This design comes from an exercise in tuning for small area and a short achievable clock period on the open sky130 flow, not from production work. In this exercise RTL edits were held to simulation tests only and were not proved equivalent to the original. Power and IR drop assume default switching activity.

== job 2972 ==
## chip_top
module chip_top
  ( input          clk_i
  , input          reset_i
  , input          v_i
  , input  [31:0]  a_i
  , input  [31:0]  b_i
  , output         v_o
  , output [63:0]  c_o
  );
For scale: ~130 I/O pins, ~0.035 sq mm of cells after synthesis.
==> flow/config.mk <==
export PLATFORM = sky130hd
export DESIGN_NAME = chip_top
export DESIGN_NICKNAME = chip_top
export VERILOG_FILES = /design/flow/design.v
export SDC_FILE = /design/flow/constraint.sdc
export NUM_CORES = 4
export LEC_CHECK = 0
export CAP_MARGIN = 20
export CORE_MARGIN = 2
export CORE_UTILIZATION = 40
export SETUP_SLACK_MARGIN = 4.8
export SLEW_MARGIN = 20
==> flow/constraint.sdc <==
create_clock -name core_clock -period 7.5 [get_ports {clk_i}]
set_input_delay 1.5000 -clock core_clock [delete_from_list [all_inputs] [get_ports {clk_i}]]
set_output_delay 1.5000 -clock core_clock [all_outputs]
set_load 0.01 [all_outputs]
standard.sh (not shown) runs the stock make flow with config.mk's settings and CLKGATE_MAP_FILE= SYNTH_SCRIPT=/design/flow/synth_recipe.tcl, a recipe that flattens the netlist after the stock synthesis.
==> flow/flow/run.sh <==
#!/bin/bash
# Layout flow: the standard ORFS flow, with a cleaner synthesis netlist.
#  2. the same synthesis again with one change: Yosys's pre-mapping 'abc -fast'
#     (in synth's fine step) is skipped (-noabc) except on the final adder,
#     so extract_fa maps the RTL's full adders without the inverters abc's
#     restructuring leaves between them.  Everything else (ORFS synth.tcl,
#     synth_recipe.tcl, -nofsm -noshare, flatten, renames, final abc
#     mapping) is unchanged.
#  3. flow/polfix.py removes inverters left between self-dual cells.
#  4. the netlist is used only if its registers (names and cell types) are
#     exactly the standard synthesis's; otherwise the standard one is used.
#  5. bash standard.sh finish for the rest of the layout.
# Each tool's output goes to a log file of its own in this folder.
set -u
R=orfs/results/${FLOW_PLATFORM}/chip_top/base
bash standard.sh synth > 1_synth_standard.log 2>&1 || exit 1
cp $R/1_2_yosys.v $R/1_2_yosys_standard.v

# step 2: same make command as standard.sh, own WORK_HOME and synthesis script
# own synthesis script: synth_recipe.tcl with its first line (the synth
# wrapper) replaced; flow/synth_wrap.tcl adds -noabc to synth's fine step
# and runs 'abc -fast' only on the final adder (the logic between the
# carry-save registers fx_r/fy_r and prod_n), which maps better that way.
{ cat flow/synth_wrap.tcl; tail -n +2 synth_recipe.tcl; } > synth_recipe_noabc.tcl
MK=$(grep -m1 '^make ' standard.sh | sed -e "s#SYNTH_SCRIPT=[^ ]*#SYNTH_SCRIPT=$PWD/synth_recipe_noabc.tcl#" -e "s#WORK_HOME=[^ ]*#WORK_HOME=$PWD/orfs_noabc#" -e 's#"${@:-finish}"#synth#')
echo "$MK" > 1_synth_noabc.cmd
ok=0
if bash -c "$MK" > 1_synth_noabc.log 2>&1; then
  N=orfs_noabc/results/${FLOW_PLATFORM}/chip_top/base/1_2_yosys.v
  if python3 flow/polfix.py $N $R/1_2_yosys_fixed.v > polfix.log 2>&1; then
    python3 - $R/1_2_yosys_standard.v $R/1_2_yosys_fixed.v > regcheck.log 2>&1 <<'PY' && ok=1
import re, sys
def regs(f):
    t = open(f).read()
    return sorted(re.findall(r'\n  (sky130_fd_sc_hd__(?:dfxtp|dfrtp|dfstp|dfbbp|dfrbp|dfxbp|edfxtp|sdf\w*|dl\w*)_\d+)\s+(\S+)', t))
a, b = regs(sys.argv[1]), regs(sys.argv[2])
print('registers: standard %d, new %d' % (len(a), len(b)))
sys.exit(0 if a == b and a else 1)
PY
  fi
fi
if [ $ok = 1 ]; then
  echo "using the -noabc netlist" >> regcheck.log
  cp $R/1_2_yosys_fixed.v $R/1_2_yosys.v
  rm -f $R/1_synth.odb $R/1_synth.sdc
else
  echo "using the standard netlist" >> regcheck.log
fi
bash standard.sh finish > 2_finish.log 2>&1
Other scripts of this flow, unchanged in this note and not shown: flow/flow/polfix.py, flow/flow/synth_wrap.tcl
No stage failed in job 2972, and the final checks on the layout all came back clean.
> inputs changed (job 2972 -> job 730)
- SETUP_SLACK_MARGIN changed from 4.8 to 5.0
- CORE_UTILIZATION changed from 40 to 70
- PLACE_DENSITY newly set to 0.78
[summary]
On job 730: total internal power is 4.5% higher than what job 2972 gave.
The die area in job 730 sits 42% below the value recorded for job 2972.
Measured against each other, job 2972 and job 730 differ in non-filler instance count after layout, the higher figure coming from job 2972.
Between job 2972 and job 730, first-iteration DRC count is higher for job 730, job 2972 comes in under that.
What job 6866 does differently from job 730 at the input level:
- CORE_UTILIZATION now 60, was 70
- PLACE_DENSITY no longer set, was 0.78
[summary]
- Min part of the power in combinational logic across job 6866 and job 730: job 6866
- Job 6866 completed; timing, DRC and antenna clean
- Job 6866 vs. job 730: max-cap check violation count held, global-route wire length before repair saw an increase, period utilization decreased by 0.65 points relative to the old numbers.
## Diff of input files: job 9219 against job 6866
- an added CTS_CLUSTER_DIAMETER of 50
- an added CTS_CLUSTER_SIZE of 40
## What came out
- Job 9219 vs job 6866 on met1 capacity usage during global routing: job 9219 is the lower one.
- Higher highest attainable clock frequency was reported by job 6866, not job 9219.
- Delta (job 9219 minus job 6866): arrival time reported for the critical path endpoint has increased; relative area change from synthesis to final layout has decreased; routed wire length now sits lower.
- Area occupied by multi-input gates of job 9219 is on par with job 6866.
- | final area | job 6866 vs job 9219 | ≈ equal |
- Number of placement rows: job 6866 vs job 9219, no meaningful difference
- Job 9219 vs. job 6866: minimum clock period higher; share of power burned in combinational logic went up by 0.2 points; total power now smaller.

---

## old
Starting RTL as in the previous note.
clock: 7.5 ns
lec_check: 0
cap_margin: 0
core_margin: 2
core_utilization: 60
setup_slack_margin: 5.0
slew_margin: 0
Scripts as last shown in full above: flow/flow/run.sh
Other scripts of this flow, unchanged in this note and not shown: flow/flow/polfix.py, flow/flow/synth_wrap.tcl
> inputs changed (old -> new)
--- a/flow/config.mk
+++ b/flow/config.mk
@@ -6,7 +6,7 @@
 export NUM_CORES = 4
 export LEC_CHECK = 0
-export CAP_MARGIN = 0
+export CAP_MARGIN = 20
 export CORE_MARGIN = 2
-export CORE_UTILIZATION = 60
+export CORE_UTILIZATION = 40
 export SETUP_SLACK_MARGIN = 5.0
-export SLEW_MARGIN = 0
+export SLEW_MARGIN = 20
Notes after the runs:
The flow did not stop early for new: all stages ran, and the layout cleared the timing, DRC and antenna checks.
old has a higher power than new.
Sort old and new by detailed-route wire length asc -> top: new
Delta(routed length on met1, new - old) > 0
Compared to old, new was floorplanned on a bigger die.
new against old: global-route usage decreased by 14 points relative to the old numbers; number of placed cells counting well taps now larger; total global routing overflow ~0 delta; hold slack saw a decrease; utilization of the core after routing shows a reduction of 22 points.
The number of cells in the finished layout apart from fillers of new is higher than that of old.

---

Starting RTL as in the previous note.
clock: 7.5 ns
lec_check: 0
cap_margin: 20
core_margin: 2
core_utilization: 60
setup_slack_margin: 5.0
slew_margin: 20
tns_end_percent: 10
Scripts as last shown in full above: flow/flow/run.sh
Other scripts of this flow, unchanged in this note and not shown: flow/flow/polfix.py, flow/flow/synth_wrap.tcl
The baseline completed without violations.
Next try:
CTS_BUF_LIST = sky130_fd_sc_hd__clkbuf_8   (was unset)
TNS_END_PERCENT = unset   (was 10)
Outcome:
- hold slack is worse by 0.019 ns
- power is about the same
- final area hardly moves

---

Starting RTL as in the previous note.
## chip_top
module chip_top
  ( input          clk_i
  , input          reset_i
  , input          v_i
  , input  [31:0]  a_i
  , input  [31:0]  b_i
  , output         v_o
  , output [63:0]  c_o
  );
  reg [31:0] an_r;
  reg onen0;
  reg twon0;
  reg neg0;
  reg onen1;
  reg twon1;
  reg neg1;
  reg onen2;
  reg twon2;
  reg neg2;
  reg onen3;
  reg twon3;
  reg neg3;
  reg onen4;
  reg twon4;
  reg neg4;
  reg onen5;
  reg twon5;
  reg neg5;
  reg onen6;
  reg twon6;
  reg neg6;
  reg onen7;
  reg twon7;
  reg neg7;
  reg onen8;
  reg twon8;
  reg neg8;
  reg onen9;
  reg twon9;
  reg neg9;
  reg onen10;
  reg twon10;
  reg neg10;
  reg onen11;
  reg twon11;
  reg neg11;
  reg onen12;
  reg twon12;
  reg neg12;
  reg onen13;
  reg twon13;
  reg neg13;
  reg onen14;
  reg twon14;
  reg neg14;
  reg onen15;
  reg twon15;
  reg neg15;
  reg b31n;
  reg [3:0] v_r;
  reg [63:0] c_r;
  reg [63:0] fx_r, fy_r;
  wire x1;
  wire x2;
  wire x3;
  wire x4;
  wire x5;
  wire x6;
  wire x7;
  wire x8;
  wire x9;
  wire x10;
  wire x11;
  wire x12;
  wire x13;
  wire x14;
  wire x15;
  wire x16;
  wire x17;
  wire x18;
  wire x19;
  wire x20;
  wire x21;
  wire x22;
  wire x23;
  wire x24;
  wire x25;
  wire x26;
  wire x27;
  wire x28;
  wire x29;
  wire x30;
  wire x31;
  wire x32;
  wire x33;
  wire sn34;
  wire x35;
  wire x36;
  wire x37;
  wire x38;
  wire x39;
  wire x40;
  wire x41;
  wire x42;
  wire x43;
  wire x44;
  wire x45;
  wire x46;
  wire x47;
  wire x48;
  wire x49;
  wire x50;
  wire x51;
  wire x52;
  wire x53;
  wire x54;
  wire x55;
  wire x56;
  wire x57;
  wire x58;
  wire x59;
  wire x60;
  wire x61;
  wire x62;
  wire x63;
  wire x64;
  wire x65;
  wire x66;
  wire x67;
  wire sn68;
  wire x69;
  wire x70;
  wire x71;
  wire x72;
  wire x73;
  wire x74;
  wire x75;
  wire x76;
  wire x77;
  wire x78;
  wire x79;
  wire x80;
  wire x81;
  wire x82;
  wire x83;
  wire x84;
  wire x85;
  wire x86;
  wire x87;
  wire x88;
  ...
export LEC_CHECK = 0
export CAP_MARGIN = 20
export CORE_MARGIN = 2
export CORE_UTILIZATION = 65
export PLACE_DENSITY = 0.7
export SETUP_SLACK_MARGIN = 5.0
export SLEW_MARGIN = 20
create_clock -name core_clock -period 7.5 [get_ports {clk_i}]
Scripts as last shown in full above: flow/flow/run.sh
Other scripts of this flow, unchanged in this note and not shown: flow/flow/polfix.py, flow/flow/synth_wrap.tcl
The baseline completed without violations.
Rerun with:
--- a/flow/config.mk
+++ b/flow/config.mk
@@ -9,4 +9,5 @@
 export CORE_MARGIN = 2
-export CORE_UTILIZATION = 65
-export PLACE_DENSITY = 0.7
+export CORE_UTILIZATION = 40
+export CTS_CLUSTER_DIAMETER = 60
+export CTS_CLUSTER_SIZE = 24
 export SETUP_SLACK_MARGIN = 5.0
Outcome:
- combinational power went down by about 6%
- final area goes up by 2.6%
- setup slack got worse by 0.072 ns
- core utilization falls by 27 points
- register-to-register slack gets worse by 0.07 ns
- sequential share of layout area falls by 0.74 points
- clock skew is about the same
- wire length hardly moves
- via count went down by 5.4%
- global-route usage falls by 16 points

[port drivers added, routing unchanged]
In the flow no input, the clock included, has a driving cell. The finished layouts below were timed again as built, in two steps. Step 1 assumes that a clkbuf_16 drives the clock port and a buf_2 every other input. Step 2 times the ports against the registers' clock, not the clock port: input delays grow and output delays shrink by t, the midpoint of the rising clock arrivals with the driver on. Three values: ideal, step 1, step 2; two values: the first two.
| run | shift t [ns] | setup slack, ns | worst hold slack (ns) |
|---|---|---|---|
| job 2972 | 0.677 | 4.761 / 4.761 / 4.761 | 0.309 / 0.309 / 0.309 |
| job 730 | 0.705 | 4.898 / 4.840 / 4.898 | 0.327 / 0.327 / 0.327 |
| job 6866 | 0.686 | 4.947 / 4.882 / 4.882 | 0.325 / 0.325 / 0.325 |
| job 9219 | 0.699 | 4.905 / 4.840 / 4.852 | 0.332 / 0.332 / 0.332 |
| old | 0.686 | 4.947 / 4.882 / 4.882 | 0.325 / 0.325 / 0.325 |
| new | 0.667 | 4.849 / 4.849 / 4.849 | 0.322 / 0.322 / 0.322 |
| the first run of note 3 | 0.682 | 4.885 / 4.885 / 4.869 | 0.326 / 0.326 / 0.326 |
| the second run of note 3 | 0.783 | 4.831 / 4.768 / 4.890 | 0.307 / 0.307 / 0.307 |
| the first run of note 4 | 0.702 | 4.895 / 4.846 / 4.853 | 0.327 / 0.327 / 0.327 |
| the second run of note 4 | 0.717 | 4.823 / 4.801 / 4.823 | 0.333 / 0.333 / 0.333 |
After both steps setup and hold are still met in every run listed.
